This design comes from an exercise in tuning for small area, a short achievable clock period and few clock cycles on the open sky130 flow, not from production work. RTL that was checked went through simulation tests only; none was proved equivalent to the original. For runs 1 and 2, only the layout was checked, not whether the RTL still works. Power figures rest on the tool's default switching activity, not on a simulated workload.

<file path="flow/constraint.sdc">
create_clock -name core_clock -period 6.6 [get_ports {clk}]
set_input_delay 1.3200 -clock core_clock [delete_from_list [all_inputs] [get_ports {clk}]]
set_output_delay 1.3200 -clock core_clock [all_outputs]
set_load 0.01 [all_outputs]
</file>
<file path="flow/standard.sh">
#!/bin/bash
# synth_recipe.tcl (not shown) runs the flow's synth.tcl, then flattens the netlist and writes it again
# the make line also repeats each setting of config.mk as NAME=value (left out here)
make -C /OpenROAD-flow-scripts/flow DESIGN_CONFIG=/design/flow/config.mk WORK_HOME=/design/flow/orfs CLKGATE_MAP_FILE= SYNTH_SCRIPT=/design/flow/synth_recipe.tcl "${@:-finish}"
</file>
<file path="flow/config.mk">
export PLATFORM = sky130hd
export DESIGN_NAME = Match_Ctrl
export DESIGN_NICKNAME = Match_Ctrl
export VERILOG_FILES = /design/flow/design.v
export SDC_FILE = /design/flow/constraint.sdc
export NUM_CORES = 4
export LEC_CHECK = 0
export ABC_CLOCK_PERIOD_IN_PS = 2800
export CAP_MARGIN = 20
export CORE_MARGIN = 2
export CORE_UTILIZATION = 40
export SETUP_SLACK_MARGIN = 3.5
export SLEW_MARGIN = 20
export SYNTH_HIERARCHICAL = 1
export SYNTH_MINIMUM_KEEP_SIZE = 0
</file>
<file path="flow/flow/run.sh">
#!/bin/bash
# The standard layout (standard.sh, all steps), except that the port
# buffers that global placement inserts on every input and output are
# sky130_fd_sc_hd__buf_1 cells (ORFS's BUFFER_PORTS_ARGS); timing repair may
# still resize them.  The whole make output goes to standard.log, and ORFS
# keeps each step's own log under orfs/logs/.
set -euo pipefail
export BUFFER_PORTS_ARGS="-buffer_cell sky130_fd_sc_hd__buf_1"
bash standard.sh > standard.log 2>&1
</file>
<file path="flow/design.v">
module fa3(input a, input b, input c, output s, output co);
  assign s = a ^ b ^ c;
  assign co = (a & b) | (a & c) | (b & c);
endmodule
module hd_s1(input [127:0] a, input [127:0] b, output [39:0] y);
  wire [127:0] x = a ^ b;
  wire s1, c2;
  fa3 u_s1(.a(x[0]), .b(x[1]), .c(x[2]), .s(s1), .co(c2));
  wire s3, c4;
  fa3 u_s3(.a(x[3]), .b(x[4]), .c(x[5]), .s(s3), .co(c4));
  wire s5, c6;
  fa3 u_s5(.a(x[6]), .b(x[7]), .c(x[8]), .s(s5), .co(c6));
  wire s7, c8;
  fa3 u_s7(.a(x[9]), .b(x[10]), .c(x[11]), .s(s7), .co(c8));
  wire s9, c10;
  fa3 u_s9(.a(x[12]), .b(x[13]), .c(x[14]), .s(s9), .co(c10));
  wire s11, c12;
  fa3 u_s11(.a(x[15]), .b(x[16]), .c(x[17]), .s(s11), .co(c12));
  wire s13, c14;
  fa3 u_s13(.a(x[18]), .b(x[19]), .c(x[20]), .s(s13), .co(c14));
  wire s15, c16;
  fa3 u_s15(.a(x[21]), .b(x[22]), .c(x[23]), .s(s15), .co(c16));
  wire s17, c18;
  fa3 u_s17(.a(x[24]), .b(x[25]), .c(x[26]), .s(s17), .co(c18));
  wire s19, c20;
  fa3 u_s19(.a(x[27]), .b(x[28]), .c(x[29]), .s(s19), .co(c20));
  wire s21, c22;
  fa3 u_s21(.a(x[30]), .b(x[31]), .c(x[32]), .s(s21), .co(c22));
  wire s23, c24;
  fa3 u_s23(.a(x[33]), .b(x[34]), .c(x[35]), .s(s23), .co(c24));
  wire s25, c26;
  fa3 u_s25(.a(x[36]), .b(x[37]), .c(x[38]), .s(s25), .co(c26));
  wire s27, c28;
  fa3 u_s27(.a(x[39]), .b(x[40]), .c(x[41]), .s(s27), .co(c28));
  wire s29, c30;
  fa3 u_s29(.a(x[42]), .b(x[43]), .c(x[44]), .s(s29), .co(c30));
  wire s31, c32;
  fa3 u_s31(.a(x[45]), .b(x[46]), .c(x[47]), .s(s31), .co(c32));
  wire s33, c34;
  fa3 u_s33(.a(x[48]), .b(x[49]), .c(x[50]), .s(s33), .co(c34));
  wire s35, c36;
  fa3 u_s35(.a(x[51]), .b(x[52]), .c(x[53]), .s(s35), .co(c36));
  wire s37, c38;
  fa3 u_s37(.a(x[54]), .b(x[55]), .c(x[56]), .s(s37), .co(c38));
  wire s39, c40;
  fa3 u_s39(.a(x[57]), .b(x[58]), .c(x[59]), .s(s39), .co(c40));
  wire s41, c42;
  fa3 u_s41(.a(x[60]), .b(x[61]), .c(x[62]), .s(s41), .co(c42));
  wire s43, c44;
  fa3 u_s43(.a(x[63]), .b(x[64]), .c(x[65]), .s(s43), .co(c44));
  wire s45, c46;
  fa3 u_s45(.a(x[66]), .b(x[67]), .c(x[68]), .s(s45), .co(c46));
  wire s47, c48;
  fa3 u_s47(.a(x[69]), .b(x[70]), .c(x[71]), .s(s47), .co(c48));
  wire s49, c50;
  fa3 u_s49(.a(x[72]), .b(x[73]), .c(x[74]), .s(s49), .co(c50));
  wire s51, c52;
  fa3 u_s51(.a(x[75]), .b(x[76]), .c(x[77]), .s(s51), .co(c52));
  wire s53, c54;
  fa3 u_s53(.a(x[78]), .b(x[79]), .c(x[80]), .s(s53), .co(c54));
  wire s55, c56;
  fa3 u_s55(.a(x[81]), .b(x[82]), .c(x[83]), .s(s55), .co(c56));
  wire s57, c58;
  fa3 u_s57(.a(x[84]), .b(x[85]), .c(x[86]), .s(s57), .co(c58));
  wire s59, c60;
  fa3 u_s59(.a(x[87]), .b(x[88]), .c(x[89]), .s(s59), .co(c60));
  wire s61, c62;
  fa3 u_s61(.a(x[90]), .b(x[91]), .c(x[92]), .s(s61), .co(c62));
  wire s63, c64;
  fa3 u_s63(.a(x[93]), .b(x[94]), .c(x[95]), .s(s63), .co(c64));
  wire s65, c66;
  fa3 u_s65(.a(x[96]), .b(x[97]), .c(x[98]), .s(s65), .co(c66));
  wire s67, c68;
  fa3 u_s67(.a(x[99]), .b(x[100]), .c(x[101]), .s(s67), .co(c68));
  wire s69, c70;
  fa3 u_s69(.a(x[102]), .b(x[103]), .c(x[104]), .s(s69), .co(c70));
  wire s71, c72;
  fa3 u_s71(.a(x[105]), .b(x[106]), .c(x[107]), .s(s71), .co(c72));
  wire s73, c74;
  fa3 u_s73(.a(x[108]), .b(x[109]), .c(x[110]), .s(s73), .co(c74));
  wire s75, c76;
  fa3 u_s75(.a(x[111]), .b(x[112]), .c(x[113]), .s(s75), .co(c76));
  wire s77, c78;
  fa3 u_s77(.a(x[114]), .b(x[115]), .c(x[116]), .s(s77), .co(c78));
  wire s79, c80;
  fa3 u_s79(.a(x[117]), .b(x[118]), .c(x[119]), .s(s79), .co(c80));
  wire s81, c82;
  fa3 u_s81(.a(x[120]), .b(x[121]), .c(x[122]), .s(s81), .co(c82));
  wire s83, c84;
  fa3 u_s83(.a(x[123]), .b(x[124]), .c(x[125]), .s(s83), .co(c84));
  wire s85, c86;
  fa3 u_s85(.a(s1), .b(s3), .c(s5), .s(s85), .co(c86));
  wire s87, c88;
  fa3 u_s87(.a(s7), .b(s9), .c(s11), .s(s87), .co(c88));
  wire s89, c90;
  fa3 u_s89(.a(s13), .b(s15), .c(s17), .s(s89), .co(c90));
  wire s91, c92;
  fa3 u_s91(.a(s19), .b(s21), .c(s23), .s(s91), .co(c92));
  wire s93, c94;
  fa3 u_s93(.a(s25), .b(s27), .c(s29), .s(s93), .co(c94));
  wire s95, c96;
  fa3 u_s95(.a(s31), .b(s33), .c(s35), .s(s95), .co(c96));
  wire s97, c98;
  fa3 u_s97(.a(s37), .b(s39), .c(s41), .s(s97), .co(c98));
  wire s99, c100;
  fa3 u_s99(.a(s43), .b(s45), .c(s47), .s(s99), .co(c100));
  wire s101, c102;
  fa3 u_s101(.a(s49), .b(s51), .c(s53), .s(s101), .co(c102));
  wire s103, c104;
  fa3 u_s103(.a(s55), .b(s57), .c(s59), .s(s103), .co(c104));
  wire s105, c106;
  fa3 u_s105(.a(s61), .b(s63), .c(s65), .s(s105), .co(c106));
  wire s107, c108;
  fa3 u_s107(.a(s67), .b(s69), .c(s71), .s(s107), .co(c108));
  wire s109, c110;
  fa3 u_s109(.a(s73), .b(s75), .c(s77), .s(s109), .co(c110));
  wire s111, c112;
  fa3 u_s111(.a(s79), .b(s81), .c(s83), .s(s111), .co(c112));
  wire s113, c114;
  fa3 u_s113(.a(c2), .b(c4), .c(c6), .s(s113), .co(c114));
  wire s115, c116;
  fa3 u_s115(.a(c8), .b(c10), .c(c12), .s(s115), .co(c116));
  wire s117, c118;
  fa3 u_s117(.a(c14), .b(c16), .c(c18), .s(s117), .co(c118));
  wire s119, c120;
  fa3 u_s119(.a(c20), .b(c22), .c(c24), .s(s119), .co(c120));
  wire s121, c122;
  fa3 u_s121(.a(c26), .b(c28), .c(c30), .s(s121), .co(c122));
  wire s123, c124;
  fa3 u_s123(.a(c32), .b(c34), .c(c36), .s(s123), .co(c124));
  wire s125, c126;
  fa3 u_s125(.a(c38), .b(c40), .c(c42), .s(s125), .co(c126));
  wire s127, c128;
  fa3 u_s127(.a(c44), .b(c46), .c(c48), .s(s127), .co(c128));
  wire s129, c130;
  fa3 u_s129(.a(c50), .b(c52), .c(c54), .s(s129), .co(c130));
  wire s131, c132;
  fa3 u_s131(.a(c56), .b(c58), .c(c60), .s(s131), .co(c132));
  wire s133, c134;
  fa3 u_s133(.a(c62), .b(c64), .c(c66), .s(s133), .co(c134));
  wire s135, c136;
  fa3 u_s135(.a(c68), .b(c70), .c(c72), .s(s135), .co(c136));
  wire s137, c138;
  fa3 u_s137(.a(c74), .b(c76), .c(c78), .s(s137), .co(c138));
  wire s139, c140;
  fa3 u_s139(.a(c80), .b(c82), .c(c84), .s(s139), .co(c140));
  wire s141, c142;
  fa3 u_s141(.a(s85), .b(s87), .c(s89), .s(s141), .co(c142));
  wire s143, c144;
  fa3 u_s143(.a(s91), .b(s93), .c(s95), .s(s143), .co(c144));
  wire s145, c146;
  fa3 u_s145(.a(s97), .b(s99), .c(s101), .s(s145), .co(c146));
  wire s147, c148;
  fa3 u_s147(.a(s103), .b(s105), .c(s107), .s(s147), .co(c148));
  wire s149, c150;
  fa3 u_s149(.a(s109), .b(s111), .c(x[126]), .s(s149), .co(c150));
  wire s151, c152;
  fa3 u_s151(.a(c86), .b(c88), .c(c90), .s(s151), .co(c152));
  wire s153, c154;
  fa3 u_s153(.a(c92), .b(c94), .c(c96), .s(s153), .co(c154));
  wire s155, c156;
  fa3 u_s155(.a(c98), .b(c100), .c(c102), .s(s155), .co(c156));
  wire s157, c158;
  fa3 u_s157(.a(c104), .b(c106), .c(c108), .s(s157), .co(c158));
  wire s159, c160;
  fa3 u_s159(.a(c110), .b(c112), .c(s113), .s(s159), .co(c160));
  wire s161, c162;
  fa3 u_s161(.a(s115), .b(s117), .c(s119), .s(s161), .co(c162));
  wire s163, c164;
  fa3 u_s163(.a(s121), .b(s123), .c(s125), .s(s163), .co(c164));
  wire s165, c166;
  fa3 u_s165(.a(s127), .b(s129), .c(s131), .s(s165), .co(c166));
  wire s167, c168;
  fa3 u_s167(.a(s133), .b(s135), .c(s137), .s(s167), .co(c168));
  wire s169, c170;
  fa3 u_s169(.a(c114), .b(c116), .c(c118), .s(s169), .co(c170));
  wire s171, c172;
  fa3 u_s171(.a(c120), .b(c122), .c(c124), .s(s171), .co(c172));
  wire s173, c174;
  fa3 u_s173(.a(c126), .b(c128), .c(c130), .s(s173), .co(c174));
  wire s175, c176;
  fa3 u_s175(.a(c132), .b(c134), .c(c136), .s(s175), .co(c176));
  assign y = {c176, c174, c172, c170, c140, c138, s175, s173, s171, s169, c168, c166, c164, c162, c160, c158, c156, c154, c152, s139, s167, s165, s163, s161, s159, s157, s155, s153, s151, c150, c148, c146, c144, c142, x[127], s149, s147, s145, s143, s141};
endmodule
module hd_s2(input [39:0] y, output [10:0] z);
  wire s1, c2;
  fa3 u_s1(.a(y[0]), .b(y[1]), .c(y[2]), .s(s1), .co(c2));
  wire s3, c4;
  fa3 u_s3(.a(y[3]), .b(y[4]), .c(y[5]), .s(s3), .co(c4));
  wire s5, c6;
  fa3 u_s5(.a(y[6]), .b(y[7]), .c(y[8]), .s(s5), .co(c6));
  wire s7, c8;
  fa3 u_s7(.a(y[9]), .b(y[10]), .c(y[11]), .s(s7), .co(c8));
  wire s9, c10;
  fa3 u_s9(.a(y[12]), .b(y[13]), .c(y[14]), .s(s9), .co(c10));
  wire s11, c12;
  fa3 u_s11(.a(y[15]), .b(y[16]), .c(y[17]), .s(s11), .co(c12));
  wire s13, c14;
  fa3 u_s13(.a(y[18]), .b(y[19]), .c(y[20]), .s(s13), .co(c14));
  wire s15, c16;
  fa3 u_s15(.a(y[21]), .b(y[22]), .c(y[23]), .s(s15), .co(c16));
  wire s17, c18;
  fa3 u_s17(.a(y[24]), .b(y[25]), .c(y[26]), .s(s17), .co(c18));
  wire s19, c20;
  fa3 u_s19(.a(y[27]), .b(y[28]), .c(y[29]), .s(s19), .co(c20));
  wire s21, c22;
  fa3 u_s21(.a(y[30]), .b(y[31]), .c(y[32]), .s(s21), .co(c22));
  wire s23, c24;
  fa3 u_s23(.a(y[33]), .b(y[34]), .c(y[35]), .s(s23), .co(c24));
  wire s25, c26;
  fa3 u_s25(.a(y[36]), .b(y[37]), .c(y[38]), .s(s25), .co(c26));
  wire s27, c28;
  fa3 u_s27(.a(c2), .b(c4), .c(s5), .s(s27), .co(c28));
  wire s29, c30;
  fa3 u_s29(.a(s7), .b(s9), .c(s11), .s(s29), .co(c30));
  wire s31, c32;
  fa3 u_s31(.a(c6), .b(c8), .c(c10), .s(s31), .co(c32));
  wire s33, c34;
  fa3 u_s33(.a(c12), .b(c14), .c(s15), .s(s33), .co(c34));
  wire s35, c36;
  fa3 u_s35(.a(s17), .b(s19), .c(s21), .s(s35), .co(c36));
  wire s37, c38;
  fa3 u_s37(.a(c16), .b(c18), .c(c20), .s(s37), .co(c38));
  wire s39, c40;
  fa3 u_s39(.a(c22), .b(c24), .c(s25), .s(s39), .co(c40));
  wire s41, c42;
  fa3 u_s41(.a(s27), .b(s29), .c(s13), .s(s41), .co(c42));
  wire s43, c44;
  fa3 u_s43(.a(c28), .b(c30), .c(s31), .s(s43), .co(c44));
  wire s45, c46;
  fa3 u_s45(.a(s33), .b(s35), .c(s23), .s(s45), .co(c46));
  wire s47, c48;
  fa3 u_s47(.a(c32), .b(c34), .c(c36), .s(s47), .co(c48));
  wire s49, c50;
  fa3 u_s49(.a(s37), .b(s39), .c(y[39]), .s(s49), .co(c50));
  wire s51, c52;
  fa3 u_s51(.a(c38), .b(c40), .c(c26), .s(s51), .co(c52));
  wire s53, c54;
  fa3 u_s53(.a(c42), .b(s43), .c(s45), .s(s53), .co(c54));
  wire s55, c56;
  fa3 u_s55(.a(c44), .b(c46), .c(s47), .s(s55), .co(c56));
  wire s57, c58;
  fa3 u_s57(.a(c48), .b(c50), .c(s51), .s(s57), .co(c58));
  assign z = {c52, c58, s57, c56, s49, s55, c54, s53, s41, s3, s1};
endmodule
module hd_s3(input [10:0] z, output [7:0] d);
  wire s1, c2;
  fa3 u_s1(.a(z[4]), .b(z[5]), .c(z[6]), .s(s1), .co(c2));
  wire s3 = z[7] ^ z[8];
  wire c4 = z[7] & z[8];
  wire s5 = z[9] ^ z[10];
  wire c6 = z[9] & z[10];
  wire [7:0] ra = {1'b0, c6, c4, c2, s1, z[3], z[2], z[0]};
  wire [7:0] rb = {1'b0, 1'b0, s5, s3, 1'b0, 1'b0, 1'b0, z[1]};
  cpa8 u_add(.a(ra), .b(rb), .s(d));
endmodule
module cpa8(input [7:0] a, input [7:0] b, output [7:0] s);
  wire [7:0] p = a ^ b;
  wire [7:0] g = a & b;
  wire G1_1 = g[1] | (p[1] & g[0]);
  wire P1_1 = p[1] & p[0];
  wire G1_3 = g[3] | (p[3] & g[2]);
  wire P1_3 = p[3] & p[2];
  wire G1_5 = g[5] | (p[5] & g[4]);
  wire P1_5 = p[5] & p[4];
  wire G1_7 = g[7] | (p[7] & g[6]);
  wire P1_7 = p[7] & p[6];
  wire G2_2 = g[2] | (p[2] & G1_1);
  wire P2_2 = p[2] & P1_1;
  wire G2_3 = G1_3 | (P1_3 & G1_1);
  wire P2_3 = P1_3 & P1_1;
  wire G2_6 = g[6] | (p[6] & G1_5);
  wire P2_6 = p[6] & P1_5;
  wire G2_7 = G1_7 | (P1_7 & G1_5);
  wire P2_7 = P1_7 & P1_5;
  wire G3_4 = g[4] | (p[4] & G2_3);
  wire P3_4 = p[4] & P2_3;
  wire G3_5 = G1_5 | (P1_5 & G2_3);
  wire P3_5 = P1_5 & P2_3;
  wire G3_6 = G2_6 | (P2_6 & G2_3);
  wire P3_6 = P2_6 & P2_3;
  wire G3_7 = G2_7 | (P2_7 & G2_3);
  wire P3_7 = P2_7 & P2_3;
  assign s = {p[7] ^ G3_6, p[6] ^ G3_5, p[5] ^ G3_4, p[4] ^ G2_3, p[3] ^ G2_2, p[2] ^ G1_1, p[1] ^ g[0], p[0]};
endmodule
`timescale 1ns / 1ps
module row_window(
    input [9:0] rowA,
    input [9:0] rowB,
    output ok
    );
wire [10:0] d = {1'b0, rowA} - {1'b0, rowB};
wire hi0 = (d[10:3] == 8'h00);
wire hi1 = (d[10:3] == 8'hFF);
assign ok = (hi0 && (d[2:0] <= 3'd4)) || (hi1 && d[2]);
endmodule
`timescale 1ns / 1ps
module Match_Ctrl #(
    parameter Match_Threshold = 10,
    parameter PSR = 5  
)
(
    input clk,
    input rst,
    input start,
    output [59:0] dout,
    output dout_valid,
    output match_done,
    input wire [9:0] DesNum_RP,
    input wire [9:0] DesNum_RR,
    input wire [9:0] DesNum_RL,
    output  [9:0] R_R_addr,
    input [147:0] R_R_data,
    output  [9:0] R_P_addr,
    input [147:0] R_P_data,
    output [9:0] R_L_addr,
    input [147:0] R_L_data
    );
localparam IDLE = 2'd0, LOAD = 2'd1, STREAM = 2'd2, DRAIN = 2'd3;
reg [1:0] state;
reg [9:0] la, pa, ra;            
reg [7:0] grp;                   
reg [7:0] gprev;                 
reg [9:0] rem;                   
reg [1:0] ldk;                   
reg [9:0] j;                     
reg [9:0] nPr, nRr, mlast;       
wire [9:0] mx;                   
reg [3:0] svq;                   
reg [3:0] pend;                  
reg fin;
reg [4*10-1:0] bestP, bestR;
wire [3:0] hitP;
always @(posedge clk) begin
    nPr <= DesNum_RP;
    nRr <= DesNum_RR;
    mlast <= (mx > 10'd5) ? mx - 10'd1 : 10'd4;
end
assign mx = (nPr > nRr) ? nPr : nRr;
wire zero = (DesNum_RL == 10'd0) || (DesNum_RP == 10'd0) || (DesNum_RR == 10'd0);
wire lastj = (j == mlast);
wire lastg = (rem <= 10'd4);
wire [3:0] svalid = {rem > 10'd3, rem > 10'd2, rem > 10'd1, 1'b1};
wire [3:0] H  = fin ? (hitP & svq) : pend;
wire [3:0] Hlow = H & (~H + 4'd1);
wire [3:0] Hrest = H & ~Hlow;
wire rb = (H != 4'd0);
wire [1:0] rbk = Hlow[1] ? 2'd1 : Hlow[2] ? 2'd2 : Hlow[3] ? 2'd3 : 2'd0;
wire done_c = (state == DRAIN) && (fin || rb) && (Hrest == 4'd0);
reg v0, p0, r0, l0;
reg v1, p1, r1, l1;
reg v2, p2, r2, l2;
reg v3, p3, r3, l3;
reg v4, p4, r4, l4;
reg lq0, lq1;
reg [1:0] lk0, lk1;
reg rq0, rq1, dv, dn0, dn1, dn2;
wire do_el = !rb && (state == STREAM);
wire do_ld = !rb && (state == LOAD) && (rem > {8'd0, ldk});
always @(posedge clk) begin
    p0 <= (j < DesNum_RP);
    r0 <= (j < DesNum_RR);
    l0 <= lastj;
    p1 <= p0; r1 <= r0; l1 <= l0;
    p2 <= p1; r2 <= r1; l2 <= l1;
    p3 <= p2; r3 <= r2; l3 <= l2;
    p4 <= p3; r4 <= r3; l4 <= l3;
    lk0 <= ldk;
    lk1 <= lk0;
    if (rst) begin
        state <= IDLE;
        pend <= 0;
        v0 <= 0; v1 <= 0; v2 <= 0; v3 <= 0; v4 <= 0;
        lq0 <= 0; lq1 <= 0;
        rq0 <= 0; rq1 <= 0;
        dn0 <= 0; dn1 <= 0; dn2 <= 0;
    end else begin
        v0 <= do_el;
        v1 <= v0; v2 <= v1; v3 <= v2; v4 <= v3;
        lq0 <= do_ld;
        lq1 <= lq0;
        rq0 <= rb;
        rq1 <= rq0;
        dn0 <= done_c || ((state == IDLE) && start && zero);
        dn1 <= dn0;
        dn2 <= dn1;
        if (rb)
            pend <= Hrest;
        if (done_c)
            state <= IDLE;
        if (!rb) begin
            case (state)
                IDLE: begin
                    grp <= 0;
                    rem <= DesNum_RL;
                    ldk <= 2'd1;
                    j <= 0;
                    if (start && !zero)
                        state <= LOAD;
                end
                LOAD: begin
                    if (ldk == 2'd3)
                        state <= STREAM;
                    else
                        ldk <= ldk + 2'd1;
                end
                STREAM: begin
                    if (lastj) begin
                        j <= 0;
                        gprev <= grp;
                        svq <= svalid;
                        grp <= grp + 8'd1;
                        rem <= rem - 10'd4;
                        ldk <= 2'd1;
                        state <= lastg ? DRAIN : LOAD;
                    end else
                        j <= j + 10'd1;
                end
                default: ;
            endcase
        end
    end
end
always @(posedge clk) begin
    if (rb) begin
        la <= {gprev, rbk};
        pa <= bestP[rbk*10 +: 10];
        ra <= bestR[rbk*10 +: 10];
    end else if (state == LOAD) begin
        la <= {grp, ldk};
        pa <= j;
        ra <= j;
    end else begin
        la <= {grp, 2'd0};
        pa <= j;
        ra <= j;
    end
end
reg [127:0] Ls1, Ls2, Ls3;
always @(posedge clk) begin
    if (lq1 && lk1 == 2'd1) Ls1 <= R_L_data[127:0];
    if (lq1 && lk1 == 2'd2) Ls2 <= R_L_data[127:0];
    if (lq1 && lk1 == 2'd3) Ls3 <= R_L_data[127:0];
end
wire [4*128-1:0] Lslot = {Ls3, Ls2, Ls1, R_L_data[127:0]};
reg [4*40-1:0] yP1, yR1;
reg [4*11-1:0] zP2, zR2;
reg [4*8-1:0]  hdR;
reg [4*4-1:0]  hdP;
reg [3:0]      hiP;             
reg [4*4-1:0]  minP;
reg [4*8-1:0]  minR;
reg fresh;
reg [9:0] jt;
wire first = fresh;
wire [9:0] jc = first ? 10'd0 : jt;
genvar k;
generate
for (k = 0; k < 4; k = k + 1) begin : g_slot
    wire [39:0] yP, yR;
    wire [10:0] zP, zR;
    wire [7:0] dP, dR;
    hd_s1 u_s1P(.a(Lslot[k*128 +: 128]), .b(R_P_data[127:0]), .y(yP));
    hd_s1 u_s1R(.a(Lslot[k*128 +: 128]), .b(R_R_data[127:0]), .y(yR));
    hd_s2 u_s2P(.y(yP1[k*40 +: 40]), .z(zP));
    hd_s2 u_s2R(.y(yR1[k*40 +: 40]), .z(zR));
    hd_s3 u_s3P(.z(zP2[k*11 +: 11]), .d(dP));
    hd_s3 u_s3R(.z(zR2[k*11 +: 11]), .d(dR));
    wire [3:0] baseP = first ? Match_Threshold : minP[k*4 +: 4];
    wire updP = v4 && p4 && !hiP[k] && (hdP[k*4 +: 4] < baseP);
    wire updR = v4 && r4 && (first || (hdR[k*8 +: 8] < minR[k*8 +: 8]));
    always @(posedge clk) begin
        yP1[k*40 +: 40] <= yP;
        yR1[k*40 +: 40] <= yR;
        zP2[k*11 +: 11] <= zP;
        zR2[k*11 +: 11] <= zR;
        hdR[k*8 +: 8] <= dR;
        hdP[k*4 +: 4] <= dP[3:0];
        hiP[k] <= (dP[7:4] != 4'd0);
        if (updP) begin
            minP[k*4 +: 4] <= hdP[k*4 +: 4];
            bestP[k*10 +: 10] <= jc;
        end else if (v4 && first)
            minP[k*4 +: 4] <= Match_Threshold;
        if (updR) begin
            minR[k*8 +: 8] <= hdR[k*8 +: 8];
            bestR[k*10 +: 10] <= jc;
        end
    end
    assign hitP[k] = (minP[k*4 +: 4] != Match_Threshold);
end
endgenerate
always @(posedge clk) begin
    if (v4)
        jt <= jc + 10'd1;
    if (rst) begin
        fresh <= 1'b1;
        fin <= 1'b0;
    end else begin
        if (v4)
            fresh <= l4;
        fin <= v4 && l4;
    end
end
wire rowok;
row_window u_row(.rowA(R_R_data[137:128]), .rowB(R_L_data[137:128]), .ok(rowok));
reg [59:0] dout_r;
always @(posedge clk) begin
    dout_r <= {R_R_data[147:128], R_P_data[147:128], R_L_data[147:128]};
    if (rst)
        dv <= 1'b0;
    else
        dv <= rq1 && rowok;
end
assign R_L_addr = la;
assign R_P_addr = pa;
assign R_R_addr = ra;
assign dout = dout_r;
assign dout_valid = dv;
assign match_done = dn2;
endmodule
</file>
==> flow_summary.toml, run 1 <==
[synth]
synth_edf_count = 563
syn_area_mm2 = 0.0683
synthArstFlopShare = 0
synthDistinctLibCells = 72
ys_ff_latch = 1182
yosys.area.top_type_share = 0.284
ys.flop_type = "dfxtp_1"
yosys.area.top_type = "fa_1"
synth_cells = 4664
yosysWarningCount = 7
syn_avg_cell_area_um2 = 14.7
yosysSeqAreaShare = 0.429
synth.area.top_cells = "fa_1 28%, edfxtp_1 25%, dfxtp_1 18%, xor2_1 14%, buf_4 4.5%"

[global_route]
gr-usage-met1 = 0.289
grt_util_met2 = 0.374
antenna_found_initial = 53
grt.total_usage = 0.226
grt_max_degree = 128
overflow = 0
grt_pass1_wl_um = 274000
first_global_vias = 38400
busiest_layer = "met2"
grt_use_met3 = 0.0339

[run]
maxCapViolCount = 0

[clock_tree]
cts_root_buf = "clkbuf_16"
numClockSinks = 1182
cts_buffers = 138
cts_buffer_depth = 3
cts_tree = "built"
clock_latency_ps = 780
clkSlewWorstSetupHoldPaths_ps = 50
htreeDepth = 4

[finish]
fin_cells = 7360
nets = 6597
fin_util = 0.452
drive_above_1_share = 0.132
syn2layout_area_growth_pct = 12.1
final_common_cell = "xor2_1"
layout_common_cells = "988 x xor2_1, 680 x fa_1, 612 x dfxtp_1, 566 x buf_1, 563 x edfxtp_1"
finish.instance_area_mm2 = 0.0766

[sta]
relSlewSlack = 0.245
hold_viol = 0
setup_viol = 0
fin_ws_ps = 3350
max_freq_mhz = 308
final.setup_skew_ps = 46.8
period_share = 0.492
rsz0062_at_grt = "yes"
period_needed_ps = 3250
drv_slew = 0
setup_tns_ps = 0
tightest_slew_ps = 1130

[worst_setup_path]
path_max_fanout = 3
r2r-start = "nRr[5]"
cp-end-kind = "flop"
startpoint = "R_R_data[128]"
worstPathArrival_ps = 3960
start_kind = "input port"
path_delay_family = "simple AND/OR/NAND/NOR gates"
crit_required_ps = 7310
critPathSlowestCell = "or4_1"
slowest_delay_ps = 480
critPathKind = "in2reg"
crit_chain = "buf_8 > inv_4 > ha_4 > inv_2 > fa_2 > a21o_1 > a221oi_4 > o21ai_2 > or4_4 > or4_1 > mux2i_1 > nand2_1 > nor2_1"
critPathBufInv = 3

[power_and_ir_drop]
powerDensity_mw_per_mm2 = 457
vdd_ir_drop_max_mv = 0.495
p_leak_uw = 0.0288

[floorplan]
die_h_um = 417
io_pins = 569
core_mm2 = 0.169
rows = 151
fp.dieW_um = 417
die_area_mm2 = 0.174
start_util = 0.403

[routing]
remaining_drc_errors = 0
final_antenna_net_count = 0
first_pass_iters = 7
vias_per_cell = 4.81
drt_wl_total_um = 195000
drt_iter0_drc = 2805
wl_per_cell_um = 26.5
vias = 35400

[placed_design]
gp_congestion = 0.942
postPlaceCellArea_mm2 = 0.0716
dp_cells = 7075
port_buffers = 568
dp_slack_ps = 2530
hpwlAfterDp_um = 162000

[min_path]
min_path_type = "reg2reg"
min_from = "l3"

[run_status]
outcome = "finished clean"
## Yosys stat by module, one instance, submodules excluded
module	flops+latches	cell area (µm²)	times used
Match_Ctrl	1182	34200	1
hd_s1	0	1420	8
row_window	0	558	1
cpa8	0	303	8
hd_s2	0	82.6	8
hd_s3	0	28.8	8
fa3	0	20.0	944
## final timing paths
kind                                  to  slack (ps)  cells after the start
worst max-delay path                  dv        3350                     13
worst min-delay path                  l4         310                      0
worst max register to register  mlast[7]        3690                     12
worst min register to register        l4         310                      0
## kinds of logic (layout without fill, tap and decap cells)
group / after synthesis / count (layout) / share of synthesized area
flip-flops: 1182 / 1182 / 0.429
adder cells (fa/ha/maj): 1121 / 1121 / 0.312
XOR/XNOR: 1107 / 1107 / 0.142
buffers and inverters: 611 / 1014 / 0.0568
AND/OR/NAND/NOR: 378 / 378 / 0.0283
AO/OA/AOI/OAI: 210 / 210 / 0.0250
multiplexers: 47 / 47 / 0.00712
other: 8 / 83 / 0.000439
## sequential cells by signal, summed over array words and instances (netlist names), 32 cells and up
| register | cells |
|---|---|
| dout_r | 60 |
| Ls1 | 128 |
| yR1 | 160 |
| yP1 | 160 |
| Ls2 | 128 |
| hdR | 32 |
| bestR | 40 |
| minR | 32 |
| bestP | 40 |
| zR2 | 44 |
| zP2 | 44 |
| Ls3 | 128 |
## cell type report
class,instances,area (µm²)
sequential,1182,29300
timing repair buffer,585,2290
clock buffer,198,4040
antenna,27,67.6
fill,15000,92900
tap,2218,2780
inverter,173,652
clock inverter,58,699
multi-input combinational,2919,36800
## metrics by stage
stage / total power [µW] / hold WS (ps)
after floorplan: 26900 / 310
after global placement: 26900 / 313
after detailed placement: 27200 / 312
after CTS: 35200 / 315
after global routing: 37300 / 330
final: 35000 / 312
## repair_timing
item,4_1_cts,5_1_grt
pin swaps,3,17
hold buffers,0,0
endpoints found under the hold margin,0,0
endpoints found under the setup margin,26,29
buffers inserted,2,0
gates resized for setup,10,33
## power breakdown
group / internal, µW / total (µW) / switching, µW
Sequential: 9620 / 11200 / 1570
Combinational: 7300 / 16000 / 8650
Clock: 4600 / 7870 / 3270
Total: 21500 / 35000 / 13500
## cells in the mapped netlist (all sizes together) (39+ instances only)
| library cell | number |
|---|---|
| nand2b | 45 |
| xor2 | 1059 |
| inv | 173 |
| nor2 | 102 |
| fa | 969 |
| mux2i | 44 |
| dfxtp | 619 |
| edfxtp | 563 |
| nand2 | 73 |
| xnor2 | 48 |
| ha | 152 |
| a21oi | 39 |
| buf | 415 |
## routing by layer
| layer | routed length, µm | part of all wire |
|---|---|---|
| met2 | 95500 | 0.49 |
| met3 | 9800 | 0.050 |
| met5 | 161 | 0.00083 |
| met1 | 79900 | 0.41 |
| met4 | 9490 | 0.049 |
==> run 2, diff against run 1 <==
--- a/flow/config.mk
+++ b/flow/config.mk
@@ -10,5 +10,5 @@
 export CORE_MARGIN = 2
 export CORE_UTILIZATION = 40
-export SETUP_SLACK_MARGIN = 3.5
+export SETUP_SLACK_MARGIN = 3.9
 export SLEW_MARGIN = 20
 export SYNTH_HIERARCHICAL = 1
==> run 2 against run 1 <==
  * Utilization is 1.8 points higher
  * Synthesized cell count unchanged
  * Global-route usage rose by 0.32 points
  * First-iteration DRC count is 17% lower
  * Cell count grew 0.29%
  * Critical endpoint unchanged
  * Largest cell class unchanged
==> flow_summary.toml, run 2 <==
[run_status]
outcome = "finished clean"

[power_and_ir_drop]
power_uw = 34600
vdd_ir_drop_max_mv = 0.320
p_leak_uw = 0.0300
powerDensity_mw_per_mm2 = 435

[routing]
vias = 35200
drt_wl_total_um = 196000
vias_per_cell = 4.76
final_antenna_net_count = 0
remaining_drc_errors = 0
wl_per_cell_um = 26.6
drt_iter0_drc = 2326
first_pass_iters = 5

[synth]
yosys.area.top_type = "fa_1"
synth.area.top_cells = "fa_1 28%, edfxtp_1 25%, dfxtp_1 18%, xor2_1 14%, buf_4 4.5%"
synthDistinctLibCells = 72
syn_area_mm2 = 0.0683
yosysSeqAreaShare = 0.429
syn_avg_cell_area_um2 = 14.7
synthAdderAreaFrac = 0.312
yosys-mux-area-fraction = 0.00712
synth_cells = 4664
synthArstFlopShare = 0
synthTopCellsByCount = "1059 x xor2_1, 969 x fa_1, 619 x dfxtp_1"
synth_top_family_by_area = "adder cells"
synth_edf_count = 563
synth_simple_gate_area_share = 0.0283
yosys.area.top_type_share = 0.284
yosysWarningCount = 7
ys_ff_latch = 1182
synth_compound_area_frac = 0.0250
synth-xor-area-share = 0.142
synth_most_common_cell = "xor2_1"
ys.flop_type = "dfxtp_1"

[sta]
rsz0062_at_grt = "yes"
tightest_slew_ps = 1020
fin_ws_ps = 3350
final.setup_skew_ps = 25.5
period_needed_ps = 3250
setup_tns_ps = 0
drv_slew = 0
period_share = 0.492
relSlewSlack = 0.322
hold_viol = 0
setup_viol = 0
max_freq_mhz = 308

[finish]
syn2layout_area_growth_pct = 16.5
drive_above_1_share = 0.282
final_common_cell = "xor2_1"
top_regs = "yP1 x160, yR1 x160"
nets = 6618
layout_common_cells = "801 x xor2_1, 604 x dfxtp_1, 563 x edfxtp_1, 495 x fa_2, 474 x fa_1"

[clock_tree]
clock_latency_ps = 790
cts_buffer_depth = 3
clkSlewWorstSetupHoldPaths_ps = 60
cts_root_buf = "clkbuf_16"
cts_tree = "built"
cts_buffers = 139
numClockSinks = 1182
ctsHoldBuffers = 0
htreeDepth = 4

[floorplan]
io_pins = 569
fp.dieW_um = 417
rows = 151
die_h_um = 417
die_area_mm2 = 0.174
core_mm2 = 0.169
start_util = 0.403

[min_path]
min_path_type = "reg2reg"

[worst_setup_path]
r2r_end = "mlast[6]"
cp-end-kind = "flop"
reg2reg_depth = 13
path_max_fanout = 3
critPathKind = "in2reg"
worstPathArrival_ps = 3940
startpoint = "R_L_data[128]"
reg2reg_setup_slack_ps = 3670
crit_end = "dv"
start_kind = "input port"
crit_required_ps = 7290
r2r-start = "nRr[2]"

[placed_design]
gp_congestion = 0.897
hpwlAfterDp_um = 163000
dp_slack_ps = 2580
port_buffers = 568

[global_route]
grt.total_usage = 0.229
grt_pass1_wl_um = 278000
overflow = 0
first_global_vias = 38900
antenna_found_initial = 57
grt_max_degree = 60

[run]
maxCapViolCount = 0
==> run 2: cell counts after synthesis <==
Identical to the previous run, type by type.
==> run 2: layout make-up <==
cell class / instances / area [µm²]
fill: 14700 / 89900
multi-input combinational: 2919 / 39100
sequential: 1182 / 29300
clock buffer: 193 / 4070
timing repair buffer: 605 / 2880
tap: 2218 / 2780
clock inverter: 64 / 696
inverter: 173 / 654
antenna: 27 / 67.6
==> run 2: routing by layer <==
metal,GRT usage,wire (µm)
met2,0.391,99000
met1,0.286,77900
met4,0.0913,8250
met5,0,246
met3,0.0422,10800
==> run 2: worst min-delay path by stage <==
stage                 from  endpoint  slack [ps]  depth (start not counted)
finish                  l0        l1         320                          0
floorplan               l0        l1         310                          0
CTS                     l1        l2         330                          0
detailed placement      l1        l2         310                          0
global route        lk0[0]    lk1[0]         330                          0
global placement    lk0[1]    lk1[1]         310                          0
==> run 2: timing repair <==
item | CTS | global route
buffers inserted | 10 | 7
pin swaps | 18 | 28
setup endpoints to repair | 260 | 104
resized for setup | 224 | 218
==> run 2: report_power, final <==
part	leakage (µW)	internal, µW	switching [µW]
logic	0.0171	7190	8310
clock network	0.00235	4720	3260
registers	0.0105	9620	1490
total	0.0300	21500	13100
==> run 2: kinds of logic (layout without fill, tap and decap cells) <==
family / after synthesis / after routing
flops: 1182 / 1182
fa+ha+maj: 1121 / 1121
xor+xnor: 1107 / 1107
buf+inv: 611 / 1035
simple gates: 378 / 378
compound gates: 210 / 210
mux: 47 / 47
other cells: 8 / 83
==> run 2: through the flow <==
stage	area, µm²	hold slack, ps	cells	util
floorplan	71700	310	4712	-
global placement	73600	313	7080	0.434
detailed placement	73600	312	7080	0.434
CTS	78900	326	7347	0.466
global route	79600	330	7373	0.470
finish	79600	325	7381	0.470
==> run 2: critical path, stage by stage <==
cell and delay (ps):
buf_2 120, ha_4 140, inv_2 40, fa_2 380, a211oi_2 190, nor2_1 80, or3_4 380, or4_4 530
or4_4 470, mux2i_1 140, nand2_1 60, nor2_1 80
==> run 2: modules after synthesis (local to each module, per instance) <==
module / flip-flops and latches / cells / copies in the design / cell area, µm²
hd_s3: 0 / 3 / 8 / 28.8
Match_Ctrl: 1182 / 1894 / 1 / 34200
hd_s2: 0 / 11 / 8 / 82.6
cpa8: 0 / 36 / 8 / 303
row_window: 0 / 82 / 1 / 558
fa3: 0 / 1 / 944 / 20.0
hd_s1: 0 / 168 / 8 / 1420
==> run 3, diff against run 2 <==
--- a/flow/design.v
+++ b/flow/design.v
@@ -290,8 +290,33 @@
     output ok
     );
-wire [10:0] d = {1'b0, rowA} - {1'b0, rowB};
-wire hi0 = (d[10:3] == 8'h00);
-wire hi1 = (d[10:3] == 8'hFF);
-assign ok = (hi0 && (d[2:0] <= 3'd4)) || (hi1 && d[2]);
+function plus1;
+    input [6:0] x, y;
+    integer k, i;
+    reg lo, hi, r;
+    begin
+        r = 1'b0;
+        for (k = 0; k < 7; k = k + 1) begin
+            lo = 1'b1;
+            hi = 1'b1;
+            for (i = 0; i < 7; i = i + 1) begin
+                if (i < k) lo = lo & ~x[i] & y[i];
+                if (i > k) hi = hi & ~(x[i] ^ y[i]);
+            end
+            r = r | (x[k] & ~y[k] & lo & hi);
+        end
+        plus1 = r;
+    end
+endfunction
+wire [6:0] A = rowA[9:3];
+wire [6:0] B = rowB[9:3];
+wire [3:0] a = {1'b0, rowA[2:0]};
+wire [3:0] b = {1'b0, rowB[2:0]};
+wire eq  = (A == B);
+wire aup = plus1(A, B);
+wire bup = plus1(B, A);
+wire near = (a <= b + 4'd4) && (b <= a + 4'd4);
+wire bfar = (b >= a + 4'd4);
+wire afar = (a >= b + 4'd4);
+assign ok = (eq && near) || (aup && bfar) || (bup && afar);
 endmodule
 `timescale 1ns / 1ps
@@ -325,6 +350,6 @@
 reg [1:0] ldk;                   
 reg [9:0] j;                     
-reg [9:0] nPr, nRr, mlast;       
-wire [9:0] mx;                   
+reg [9:0] nPm1, nRm1, mlast;     
+wire [9:0] mx4;                  
 reg [3:0] svq;                   
 reg [3:0] pend;                  
@@ -333,9 +358,9 @@
 wire [3:0] hitP;
 always @(posedge clk) begin
-    nPr <= DesNum_RP;
-    nRr <= DesNum_RR;
-    mlast <= (mx > 10'd5) ? mx - 10'd1 : 10'd4;
+    nPm1 <= DesNum_RP - 10'd1;
+    nRm1 <= DesNum_RR - 10'd1;
+    mlast <= (nPm1 > mx4) ? nPm1 : mx4;
 end
-assign mx = (nPr > nRr) ? nPr : nRr;
+assign mx4 = (nRm1 > 10'd4) ? nRm1 : 10'd4;
 wire zero = (DesNum_RL == 10'd0) || (DesNum_RP == 10'd0) || (DesNum_RR == 10'd0);
 wire lastj = (j == mlast);
@@ -449,4 +474,5 @@
 reg [4*4-1:0]  hdP;
 reg [3:0]      hiP;             
+reg [3:0]      hitr;
 reg [4*4-1:0]  minP;
 reg [4*8-1:0]  minR;
@@ -488,5 +514,10 @@
         end
     end
-    assign hitP[k] = (minP[k*4 +: 4] != Match_Threshold);
+    always @(posedge clk)
+        if (updP)
+            hitr[k] <= 1'b1;
+        else if (v4 && first)
+            hitr[k] <= 1'b0;
+    assign hitP[k] = hitr[k];
 end
 endgenerate
--- a/flow/config.mk
+++ b/flow/config.mk
@@ -10,5 +10,5 @@
 export CORE_MARGIN = 2
 export CORE_UTILIZATION = 40
-export SETUP_SLACK_MARGIN = 3.9
+export SETUP_SLACK_MARGIN = 3.5
 export SLEW_MARGIN = 20
 export SYNTH_HIERARCHICAL = 1
==> run 3 against run 2 <==
  * Via count grew 2.0%
  * Sequential power hardly changed
  * Cell count hardly changed
  * Utilization is 2.3 points lower
  * Synthesized cell count is 0.79% higher
  * Register-to-register slack got worse by 20 ps
  * Non-clock buffer count shrank 18
  * Combinational power grew 3%
  * Critical path depth down 3
  * Sequential cell count is 4 higher
  * Critical endpoint is now mlast[6]
  * Largest cell class unchanged
==> flow_summary.toml, run 3 <==
[run_status]
outcome = "finished clean"

[routing]
drt_iter0_drc = 2708
remaining_drc_errors = 0
drt_wl_total_um = 197000
vias_per_cell = 4.86
first_pass_iters = 5
vias = 35900
final_antenna_net_count = 0
wl_per_cell_um = 26.7

[worst_setup_path]
crit_required_ps = 7270
path_delay_family = "compound AO/OA/AOI/OAI gates"
slowest_delay_ps = 710
critPathKind = "reg2reg"
reg2reg_setup_slack_ps = 3650
crit_end = "mlast[6]"
reg2reg_depth = 9
path_max_fanout = 10
r2r-start = "nRm1[9]"
cp-end-kind = "flop"
startpoint = "nRm1[9]"
crit_chain = "nor4_1 > nand3_1 > nand2_1 > ha_1 > nor2b_1 > o211ai_1 > a21oi_1 > o41ai_4 > mux2_2"
critPathSlowestCell = "o41ai_4"
cp.depth = 9
r2r_end = "mlast[6]"
start_kind = "flop"
critPathBufInv = 0
worstPathArrival_ps = 3620

[global_route]
busiest_layer = "met2"
overflow = 0
antenna_found_initial = 34
first_global_vias = 39500
grt_util_met2 = 0.389
gr-usage-met1 = 0.288
grt.total_usage = 0.228
grt_max_degree = 129
grt_use_met3 = 0.0400
grt_pass1_wl_um = 280000

[sta]
period_needed_ps = 2950
final.setup_skew_ps = 47.8
setup_tns_ps = 0
tightest_slew_ps = 1240
hold_viol = 0
max_freq_mhz = 339
setup_viol = 0
fin_ws_ps = 3650
drv_slew = 0
relSlewSlack = 0.175
whs_ps = 321
period_share = 0.447
rsz0062_at_grt = "no"

[synth]
synth_edf_count = 563
synthDistinctLibCells = 61
syn_avg_cell_area_um2 = 14.6
syn_area_mm2 = 0.0686
synth.area.top_cells = "fa_1 28%, edfxtp_1 25%, dfxtp_1 18%, xor2_1 13%, buf_4 4.5%"
synthTopCellsByCount = "1047 x xor2_1, 968 x fa_1, 623 x dfxtp_1"
yosys.area.top_type = "fa_1"
ys.flop_type = "dfxtp_1"
synth_cells = 4701
yosysSeqAreaShare = 0.428
ys_ff_latch = 1186
synth_most_common_cell = "xor2_1"
yosys.area.top_type_share = 0.283
synthArstFlopShare = 0
yosysWarningCount = 8

[clock_tree]
cts_buffers = 138
numClockSinks = 1186
clkSlewWorstSetupHoldPaths_ps = 60
cts_buffer_depth = 3
cts_root_buf = "clkbuf_16"
htreeDepth = 4
clock_latency_ps = 800
cts_tree = "built"
post_cts_buffers = 0

[placed_design]
hpwlAfterDp_um = 164000
postPlaceCellArea_mm2 = 0.0710
port_buffers = 568
dp_slack_ps = 2850
gp_congestion = 0.942

[power_and_ir_drop]
swShare = 0.389
powerDensity_mw_per_mm2 = 463
switching_power_uw = 13700
combPwrFrac = 0.451
p_leak_uw = 0.0292
vdd_ir_drop_max_mv = 0.488
power_uw = 35100
clock_power_share = 0.226
p_int_uw = 21500
p_seq_frac = 0.323

[run]
maxCapViolCount = 0

[floorplan]
die_h_um = 418
io_pins = 569
fp.dieW_um = 418
die_area_mm2 = 0.175
core_mm2 = 0.170
start_util = 0.404
rows = 151

[finish]
layout_common_cells = "1037 x xor2_1, 856 x fa_1, 623 x dfxtp_1, 568 x buf_1, 563 x edfxtp_1"
top_regs = "yP1 x160, yR1 x160"
finish.instance_area_mm2 = 0.0758
syn2layout_area_growth_pct = 10.6
final_common_cell = "xor2_1"
nets = 6646
drive_above_1_share = 0.0792

[min_path]
min_path_type = "reg2reg"
run 3: cell count changes in the layout (fill, tap and decap cells not counted), moves of 25 or more:
cell	change
xor2_1	+236
buf_2	-175
clkbuf_2	-138
xor2_2	-222
buf_1	+314
a211oi_1	+62
nor2_1	-25
fa_2	-383
fa_1	+382
run 3: how the worst min path moves through the flow:
stage	startpoint	endpoint	slack (ps)	cells past startpoint
global placement	l3	l4	310	0
global route	l3	l4	340	0
finish	r2	r3	320	0
detailed placement	lk0[1]	lk1[1]	310	0
CTS	l2	l3	330	0
floorplan	l0	l1	310	0
run 3: cell families (layout without fill, tap and decap cells):
logic type / after synthesis / count (layout) / synth area share
muxes: 30 / 30 / 0.00453
xor gates and xnor gates: 1108 / 1108 / 0.142
buffers and inverters: 627 / 1031 / 0.0569
other: 8 / 69 / 0.000438
AOI/OAI and AO/OA: 255 / 255 / 0.0283
and+or+nand+nor: 357 / 357 / 0.0268
DFF: 1186 / 1186 / 0.428
adders and majority gates: 1130 / 1130 / 0.312
run 3: final cells by class:
| type | count | area [µm²] |
|---|---|---|
| inverters | 190 | 713 |
| fillers | 15100 | 94000 |
| flip-flops and latches | 1186 | 29400 |
| clock buffers | 187 | 4020 |
| repair buffers | 587 | 2290 |
| multi-input cells | 2936 | 35900 |
| well taps | 2218 | 2780 |
| clock inverters | 67 | 753 |
| diodes | 13 | 32.5 |
run 3: per-stage QoR:
step | utilization | std cells
after floorplan | - | 4749
after detailed placement | 0.418 | 7117
after global routing | 0.446 | 7379
final | 0.446 | 7384
after global placement | 0.418 | 7117
after CTS | 0.446 | 7371
run 3: repair_timing:
| item | CTS | global route |
|---|---|---|
| pin swaps | 0 | 0 |
| resized for setup | 3 | 2 |
| endpoints found under the setup margin | 16 | 16 |
| hold buffers | 0 | 0 |
run 3: routing by layer:
layer / vias to the layer above / wire [µm]
li1: 15600 / -
met1: 18700 / 78700
met2: 1268 / 98200
met3: 297 / 11500
met4: 10 / 8490
met5: - / 68
run 3: per-module statistics from Yosys (local to each module, per instance):
module | flops+latches | cells inside | times used
cpa8 | 0 | 38 | 8
row_window | 0 | 78 | 1
hd_s2 | 0 | 11 | 8
fa3 | 0 | 1 | 944
hd_s3 | 0 | 3 | 8
hd_s1 | 0 | 168 | 8
Match_Ctrl | 1186 | 1919 | 1
run 3: power by group through the flow:
| stage | Sequential, µW | Combinational, µW | Clock (µW) |
|---|---|---|---|
| after floorplan | 10500 | 16500 | 0 |
| after global placement | 11500 | 15400 | 0 |
| after detailed placement | 11500 | 15700 | 0 |
| after CTS | 11400 | 15700 | 8100 |
| after global routing | 11400 | 17600 | 8350 |
| final | 11300 | 15900 | 7920 |
run 3: worst reg2reg max path, stage by stage, from the launching register on:
cell and delay, ps:
dfxtp_1 330, nor4_1 430, nand3_1 150, nand2_1 140, ha_1 250, nor2b_1 130, o211ai_1 160, a21oi_1 120
o41ai_4 710, mux2_2 420
Testbench counts of run 3, summed over its fixed seeds: cycles 142,190.
==> run 4, diff against run 3 <==
--- a/flow/config.mk
+++ b/flow/config.mk
@@ -10,5 +10,5 @@
 export CORE_MARGIN = 2
 export CORE_UTILIZATION = 40
-export SETUP_SLACK_MARGIN = 3.5
+export SETUP_SLACK_MARGIN = 4.3
 export SLEW_MARGIN = 20
 export SYNTH_HIERARCHICAL = 1
==> run 4 against run 3 <==
  * Global-route usage increased by 1.2 points
  * Critical path type is now in2reg
  * Utilization rose by 9.7 points
  * Largest cell class unchanged
  * Register-to-register slack better by 320 ps
  * Still clean on timing, DRC and antenna
==> flow_summary.toml, run 4 <==
[synth]
yosysWarningCount = 8
syn_area_mm2 = 0.0686
synth.area.top_cells = "fa_1 28%, edfxtp_1 25%, dfxtp_1 18%, xor2_1 13%, buf_4 4.5%"
synth_edf_count = 563
synthArstFlopShare = 0
synth_cells = 4701
ys_ff_latch = 1186
yosys.area.top_type = "fa_1"
synthTopCellsByCount = "1047 x xor2_1, 968 x fa_1, 623 x dfxtp_1"
synthDistinctLibCells = 61
syn_avg_cell_area_um2 = 14.6
synth_most_common_cell = "xor2_1"
yosysSeqAreaShare = 0.428
ys.flop_type = "dfxtp_1"
yosys.area.top_type_share = 0.283

[finish]
layout_common_cells = "788 x fa_2, 668 x xor2_2, 563 x edfxtp_1, 443 x dfxtp_1, 199 x xor2_4"
syn2layout_area_growth_pct = 34.7
nets = 6736
drive_above_1_share = 0.524
final_common_cell = "fa_2"
finish.instance_area_mm2 = 0.0923
fin_cells = 7469
fin_util = 0.544
top_regs = "yP1 x160, yR1 x160"

[global_route]
grt_max_degree = 129
grt.total_usage = 0.241
grt_pass1_wl_um = 293000
first_global_vias = 40800
overflow = 0
antenna_found_initial = 14

[routing]
vias = 36100
remaining_drc_errors = 0
final_antenna_net_count = 0
wl_per_cell_um = 28.2
first_pass_iters = 5
drt_wl_total_um = 211000
drt_iter0_drc = 3058
vias_per_cell = 4.84

[clock_tree]
htreeDepth = 4
numClockSinks = 1186
clock_latency_ps = 810
cts_tree = "built"
ctsHoldBuffers = 0
cts_buffer_depth = 3
cts_buffers = 140
cts_root_buf = "clkbuf_16"
clkSlewWorstSetupHoldPaths_ps = 60

[worst_setup_path]
cp-end-kind = "flop"
r2r_end = "zR2[36]"
start_kind = "input port"
path_max_fanout = 4
reg2reg_depth = 4
critPathSlowestCell = "fa_2"
crit_required_ps = 7260
critPathBufInv = 1
reg2reg_setup_slack_ps = 3970
worstPathArrival_ps = 3340
critPathKind = "in2reg"
path_delay_family = "adder cells"
crit_chain = "buf_12 > xor2_2 > fa_2 > fa_2 > fa_2"
cpMostUsedCell = "fa_2"
r2r-start = "yR1[149]"
startpoint = "R_R_data[110]"
slowest_delay_ps = 790

[placed_design]
gp_congestion = 0.948
port_buffers = 568
dp_slack_ps = 2670
hpwlAfterDp_um = 166000
dp_cells = 7115
postPlaceCellArea_mm2 = 0.0722

[min_path]
min_path_type = "reg2reg"
holdPathEnd = "r3"
min_path_cells = 0
min_from = "r2"

[floorplan]
die_h_um = 418
start_util = 0.404
fp.dieW_um = 418
io_pins = 569
core_mm2 = 0.170
rows = 151
die_area_mm2 = 0.175

[sta]
setup_tns_ps = 0
final.setup_skew_ps = 42.6
drv_slew = 0
max_freq_mhz = 373
period_share = 0.407
period_needed_ps = 2680
relSlewSlack = 0.281
fin_ws_ps = 3920
setup_viol = 0
tightest_slew_ps = 1080
hold_viol = 0
rsz0062_at_grt = "yes"

[run]
maxCapViolCount = 0

[power_and_ir_drop]
powerDensity_mw_per_mm2 = 417
vdd_ir_drop_max_mv = 0.551
p_leak_uw = 0.0335

[run_status]
outcome = "finished clean"
run 4: cell counts after synthesis:
No cell type changed its count.
run 4: area by class of cell:
cell class                 instances  area, µm²
fill                           13000      77500
multi-input combinational       2939      46700
sequential                      1186      29700
timing repair buffer             672       7680
clock buffer                     196       4140
tap                             2218       2780
inverter                         190        718
clock inverter                    62        668
antenna                            6       15.0
run 4: report_power, final:
part / total (µW) / internal [µW] / switching [µW]
clock: 8040 / 4710 / 3320
sequential: 11600 / 9820 / 1760
combinational: 18900 / 9180 / 9680
run 4: timing repair:
action / CTS / global route
setup buffers: 50 / 32
pin swaps: 865 / 435
endpoints found under the setup margin: 851 / 582
cloned: 1 / 7
gates resized for setup: 2621 / 712
run 4: cell families after synthesis:
| family | Yosys count | share of synthesized area |
|---|---|---|
| other | 8 | 0.000438 |
| flip-flops | 1186 | 0.428 |
| buffers and inverters | 627 | 0.0569 |
| AO/OA/AOI/OAI | 255 | 0.0283 |
| AND/OR/NAND/NOR | 357 | 0.0268 |
| adder cells (fa/ha/maj) | 1130 | 0.312 |
| multiplexers | 30 | 0.00453 |
| XOR/XNOR | 1108 | 0.142 |
run 4: worst max-delay path by stage:
stage | cells past startpoint | to | slack, ps
floorplan | 5 | yP1[120] | 3390
detailed placement | 5 | yR1[139] | 2670
global route | 5 | yP1[123] | 3950
CTS | 10 | mlast[7] | 3970
global placement | 5 | yR1[139] | 2690
finish | 5 | yR1[139] | 3920
run 4: per-layer routing:
metal	vias up	track usage	part of all wire
met3	321	0.0496	0.064
met1	19300	0.304	0.39
li1	15100	-	-
met2	1354	0.399	0.50
met4	2	0.108	0.051
met5	-	0	0.000076
run 4: Yosys stat by module (local to each module, per instance):
module,times used,cell area (µm²)
cpa8,8,312
hd_s1,8,1420
Match_Ctrl,1,34400
fa3,944,20.0
row_window,1,557
hd_s3,8,28.8
hd_s2,8,82.6
run 4: through the flow:
stage          total power, µW  hold WS (ps)
6_report                 38500           325
5_1_grt                  41000           333
4_1_cts                  38000           328
3_5_place_dp             28400           313
3_3_place_gp             28100           312
2_1_floorplan            27600           310
==> run 5, diff against run 4 <==
--- a/flow/config.mk
+++ b/flow/config.mk
@@ -10,5 +10,7 @@
 export CORE_MARGIN = 2
 export CORE_UTILIZATION = 40
-export SETUP_SLACK_MARGIN = 4.3
+export CTS_CLUSTER_DIAMETER = 80
+export CTS_CLUSTER_SIZE = 30
+export SETUP_SLACK_MARGIN = 3.9
 export SLEW_MARGIN = 20
 export SYNTH_HIERARCHICAL = 1
==> run 5 against run 4 <==
  * Total power shrank 14%
  * Non-clock buffer count shrank 80
  * Critical path depth is the same
  * Sequential cell count is the same
  * Setup slack lost 75 ps
  * Combinational power shrank 16%
  * Via count shrank 3.5%
  * Die area is the same
  * Routed wire length shrank 7.4%
  * Global-route usage shrank 1.5 points
  * Critical endpoint is now yP1[123]
  * Largest power group unchanged
==> flow_summary.toml, run 5 <==
[global_route]
antenna_found_initial = 41
grt_pass1_wl_um = 277000
overflow = 0
grt.total_usage = 0.225
busiest_layer = "met2"
first_global_vias = 38400
grt_use_met3 = 0.0355
grt_max_degree = 129
gr-usage-met1 = 0.280
grt_util_met2 = 0.389

[synth]
synth_compound_area_frac = 0.0283
syn_avg_cell_area_um2 = 14.6
synth_top_family_by_area = "adder cells"
yosysWarningCount = 8
synth_most_common_cell = "xor2_1"
ys_ff_latch = 1186
yosysSeqAreaShare = 0.428
syn_area_mm2 = 0.0686
synth_edf_count = 563
synthAdderAreaFrac = 0.312
synth_simple_gate_area_share = 0.0268
synthTopCellsByCount = "1047 x xor2_1, 968 x fa_1, 623 x dfxtp_1"
synth.area.top_cells = "fa_1 28%, edfxtp_1 25%, dfxtp_1 18%, xor2_1 13%, buf_4 4.5%"
ys.flop_type = "dfxtp_1"
synth_cells = 4701
yosys.area.top_type_share = 0.283
yosys-mux-area-fraction = 0.00453
synthArstFlopShare = 0
synth-xor-area-share = 0.142
yosys.area.top_type = "fa_1"
synthDistinctLibCells = 61

[power_and_ir_drop]
combPwrFrac = 0.476
vdd_ir_drop_max_mv = 0.406
p_seq_frac = 0.339
powerDensity_mw_per_mm2 = 437
switching_power_uw = 13500
clock_power_share = 0.186
swShare = 0.407
power_uw = 33300
p_leak_uw = 0.0294
p_int_uw = 19700

[routing]
first_pass_iters = 5
vias = 34900
drt_iter0_drc = 2333
drt_wl_total_um = 195000
vias_per_cell = 4.78
final_antenna_net_count = 0
wl_per_cell_um = 26.7
remaining_drc_errors = 0

[clock_tree]
ctsHoldBuffers = 0
numClockSinks = 1186
cts_buffer_depth = 3
cts_root_buf = "clkbuf_16"
clock_latency_ps = 760
cts_buffers = 85
cts_tree = "built"
clkSlewWorstSetupHoldPaths_ps = 100
htreeDepth = 3

[sta]
setup_tns_ps = 0
final.setup_skew_ps = 68.4
fin_ws_ps = 3840
hold_viol = 0
period_share = 0.418
period_needed_ps = 2760
max_freq_mhz = 363
rsz0062_at_grt = "yes"
tightest_slew_ps = 1130
relSlewSlack = 0.247
setup_viol = 0
drv_slew = 0

[placed_design]
gp_congestion = 0.944
hpwlAfterDp_um = 163000
port_buffers = 568
dp_slack_ps = 2860

[floorplan]
io_pins = 569
die_h_um = 418
core_mm2 = 0.170
fp.dieW_um = 418
rows = 151
start_util = 0.404
die_area_mm2 = 0.175

[min_path]
min_path_type = "reg2reg"

[worst_setup_path]
cp-end-kind = "flop"
path_max_fanout = 4
worstPathArrival_ps = 3370
critPathKind = "in2reg"
crit_required_ps = 7220
start_kind = "input port"

[finish]
layout_common_cells = "938 x xor2_1, 736 x fa_1, 617 x dfxtp_1, 563 x edfxtp_1, 251 x buf_1"
fin_util = 0.448
multi_input_area_mm2 = 0.0371
top_regs = "yP1 x160, yR1 x160"
final_common_cell = "xor2_1"
syn2layout_area_growth_pct = 10.9
drive_above_1_share = 0.178
seq_area_mm2 = 0.0294
nets = 6598
fillCellCount = 15000

[run]
maxCapViolCount = 0

[run_status]
outcome = "finished clean"
## run 5: through the flow
stage | hold WS [ps] | cells | area (µm²)
floorplan | 310 | 4749 | 69800
global placement | 313 | 7116 | 71700
detailed placement | 312 | 7116 | 71700
CTS | 332 | 7282 | 75400
global route | 330 | 7300 | 76100
finish | 330 | 7302 | 76100
## run 5: routing by layer
layer / routed length, µm / share of wire
met3: 9450 / 0.048
met5: 183 / 0.00094
met1: 77900 / 0.40
met2: 98400 / 0.50
met4: 9210 / 0.047
## run 5: logic make-up (layout without fill, tap and decap cells)
family,after synthesis,after routing
AO/OA/AOI/OAI,255,255
XOR/XNOR,1108,1108
AND/OR/NAND/NOR,357,357
buffers and inverters,627,942
multiplexers,30,30
other,8,76
adder cells (fa/ha/maj),1130,1130
flip-flops,1186,1186
## run 5: critical path: stages
cell	delay, ps
buf_2	160
xor2_1	260
fa_1	540
fa_1	650
fa_1	440
## run 5: power groups by stage
stage	Combinational, µW	Sequential, µW	Clock [µW]
3_5_place_dp	15700	11400	0
5_1_grt	17700	11300	6580
2_1_floorplan	16600	10500	0
3_3_place_gp	15300	11400	0
4_1_cts	15800	11300	6350
6_report	15800	11300	6170
## run 5: cell type report
cell class | instances | area share
Clock buffer | 95 | 0.0293
Multi-Input combinational cell | 2936 | 0.487
Clock inverter | 65 | 0.0144
Antenna cell | 20 | 0.000658
Sequential cell | 1186 | 0.386
Timing Repair Buffer | 592 | 0.0359
Inverter | 190 | 0.00942
Tap cell | 2218 | 0.0365
## run 5: final timing paths
path / start / end / slack, ps / cells past startpoint
max: R_P_data[91] / yP1[123] / 3840 / 5
min: l3 / l4 / 330 / 0
max reg2reg: yR1[108] / zR2[25] / 3930 / 4
min reg2reg: l3 / l4 / 330 / 0
## run 5: what timing repair did
item	in CTS	in global routing
buffers inserted	6	0
setup endpoints to repair	203	182
pin swaps	11	7
gates cloned	0	0
resized for setup	183	237
## run 5: Yosys stat by module, one instance, submodules excluded
module,times used,cells inside,flip-flops and latches,cell area (µm²)
Match_Ctrl,1,1919,1186,34400
hd_s1,8,168,0,1420
row_window,1,78,0,557
cpa8,8,38,0,312
hd_s2,8,11,0,82.6
hd_s3,8,3,0,28.8
fa3,944,1,0,20.0
==> run 6, diff against run 5 <==
--- a/flow/config.mk
+++ b/flow/config.mk
@@ -10,6 +10,4 @@
 export CORE_MARGIN = 2
 export CORE_UTILIZATION = 40
-export CTS_CLUSTER_DIAMETER = 80
-export CTS_CLUSTER_SIZE = 30
 export SETUP_SLACK_MARGIN = 3.9
 export SLEW_MARGIN = 20
==> run 6 against run 5 <==
  * Setup slack improved by 27 ps
  * Highest routed layer unchanged
  * Routed wire length is 0.49% higher
  * Non-clock buffer count did not move
  * Critical path type unchanged
  * Design area rose by 1.6%
  * Clock skew shrank 35 ps
  * Critical path depth unchanged
  * Register-to-register slack about the same
  * Global-route usage up 0.20 points
  * Count of clock-buffer cells in the layout increased by 103
  * First-iteration DRC count increased by 8.1%
==> flow_summary.toml, run 6 <==
[global_route]
grt.total_usage = 0.227
grt_max_degree = 129
overflow = 0
first_global_vias = 38800

[sta]
setup_viol = 0
fin_ws_ps = 3870
drv_slew = 0
relSlewSlack = 0.215
period_share = 0.414
setup_tns_ps = 0
max_freq_mhz = 366
final.setup_skew_ps = 33.4
period_needed_ps = 2730
whs_ps = 323
hold_viol = 0

[synth]
yosys.area.top_type = "fa_1"
syn_area_mm2 = 0.0686
yosysWarningCount = 8
synth.area.top_cells = "fa_1 28%, edfxtp_1 25%, dfxtp_1 18%, xor2_1 13%, buf_4 4.5%"
synth_edf_count = 563
yosys.area.top_type_share = 0.283
synthTopCellsByCount = "1047 x xor2_1, 968 x fa_1, 623 x dfxtp_1"
synth_most_common_cell = "xor2_1"
synthArstFlopShare = 0
syn_avg_cell_area_um2 = 14.6
synthDistinctLibCells = 61

[run_status]
outcome = "finished clean"

[worst_setup_path]
worstPathArrival_ps = 3380
reg2reg_depth = 4
cp-end-kind = "flop"
reg2reg_setup_slack_ps = 3930
path_max_fanout = 4
critPathKind = "in2reg"
r2r-start = "yR1[144]"
crit_required_ps = 7250

[floorplan]
die_area_mm2 = 0.175
rows = 151
die_h_um = 418
core_mm2 = 0.170
io_pins = 569
start_util = 0.404

[finish]
top_regs = "yP1 x160, yR1 x160"
drive_above_1_share = 0.181
final_common_cell = "xor2_1"
layout_common_cells = "952 x xor2_1, 740 x fa_1, 615 x dfxtp_1, 563 x edfxtp_1, 274 x buf_1"
nets = 6654
fin_cells = 7403

[run]
maxCapViolCount = 0

[placed_design]
gp_congestion = 0.944
dp_cells = 7116
hpwlAfterDp_um = 163000
port_buffers = 568

[min_path]
holdPathEnd = "r4"
min_path_type = "reg2reg"
min_path_cells = 0
min_from = "r3"

[power_and_ir_drop]
p_leak_uw = 0.0301
powerDensity_mw_per_mm2 = 451
vdd_ir_drop_max_mv = 0.398

[routing]
wl_per_cell_um = 26.5
vias = 35400
drt_wl_total_um = 196000
vias_per_cell = 4.78
first_pass_iters = 8

[clock_tree]
cts_tree = "built"
cts_root_buf = "clkbuf_16"
cts_buffer_depth = 3
numClockSinks = 1186
clkSlewWorstSetupHoldPaths_ps = 60
ctsHoldBuffers = 0
cts_buffers = 141
[run 6: cell types whose count changed in the layout (fill, tap and decap cells not counted), sizes merged]
| cell | previous run | this run |
|---|---|---|
| inv | 229 | 201 |
| clkinvlp | 1 | 3 |
| bufinv | 1 | 3 |
| clkinv | 24 | 46 |
| buf | 424 | 408 |
| clkbuf | 263 | 382 |
[run 6: per-module statistics from Yosys (local to each module, per instance)]
| module | area, µm² | copies in the design | cells | flops+latches |
|---|---|---|---|---|
| hd_s1 | 1420 | 8 | 168 | 0 |
| hd_s3 | 28.8 | 8 | 3 | 0 |
| fa3 | 20.0 | 944 | 1 | 0 |
| Match_Ctrl | 34400 | 1 | 1919 | 1186 |
| row_window | 557 | 1 | 78 | 0 |
| hd_s2 | 82.6 | 8 | 11 | 0 |
| cpa8 | 312 | 8 | 38 | 0 |
[run 6: how the worst max path moves through the flow]
stage	startpoint	end	slack, ps	cells past startpoint
final	R_P_data[14]	yP1[131]	3870	5
after global routing	R_R_data[9]	yR1[120]	3870	5
after CTS	R_P_data[18]	yP1[46]	3870	5
after detailed placement	R_R_data[0]	yR1[55]	2860	5
after global placement	R_R_data[0]	yR1[55]	2880	5
after floorplan	R_P_data[0]	yP1[120]	3390	5
[run 6: critical path, stage by stage]
cell and delay (ps):
buf_1 290, xor2_1 230, fa_2 510, fa_1 490
fa_1 530
[run 6: cells by family after synthesis]
family          after synthesis  share of synthesized area
mux                          30                    0.00453
other cells                   8                   0.000438
buf+inv                     627                     0.0569
simple gates                357                     0.0268
fa+ha+maj                  1130                      0.312
xor+xnor                   1108                      0.142
compound gates              255                     0.0283
flops                      1186                      0.428
[run 6: metrics by stage]
stage	utilization	total power (µW)	instance area, µm²
after floorplan	-	27100	69800
after global placement	0.422	26700	71700
after detailed placement	0.422	27100	71700
after CTS	0.451	35000	76700
after global routing	0.455	37300	77300
final	0.455	34800	77300
[run 6: cell type report]
class,count,area [µm²]
Sequential cell,1186,29400
Tap cell,2218,2780
Clock buffer,198,4160
Multi-Input combinational cell,2936,37000
Inverter,190,717
Timing Repair Buffer,592,2700
Antenna cell,20,50.0
Clock inverter,63,527
Fill cell,14900,92600
[run 6: routing by layer]
layer / global-route usage / routed length, µm / vias up
met5: 0 / 195 / -
met4: 0.103 / 10100 / 34
met3: 0.0407 / 10700 / 369
met2: 0.389 / 98200 / 1114
met1: 0.280 / 77000 / 18300
li1: - / - / 15600
[run 6: repair_timing]
action	CTS	global route
endpoints found under the setup margin	194	180
setup buffers	6	0
pin swaps	9	8
gates resized for setup	140	241
[run 6: where the power goes]
group          total, µW  internal, µW  switching [µW]
clock               7790          4550            3240
sequential         11300          9680            1610
combinational      15800          7220            8540

Check on run 6: ideal ports give 3.869 ns setup slack; a clkbuf_16 on the clock port and buf_2 on the inputs give 3.804 ns; moving port delays by the midpoint clock arrival (0.859 ns) as well gives 2.944 ns.
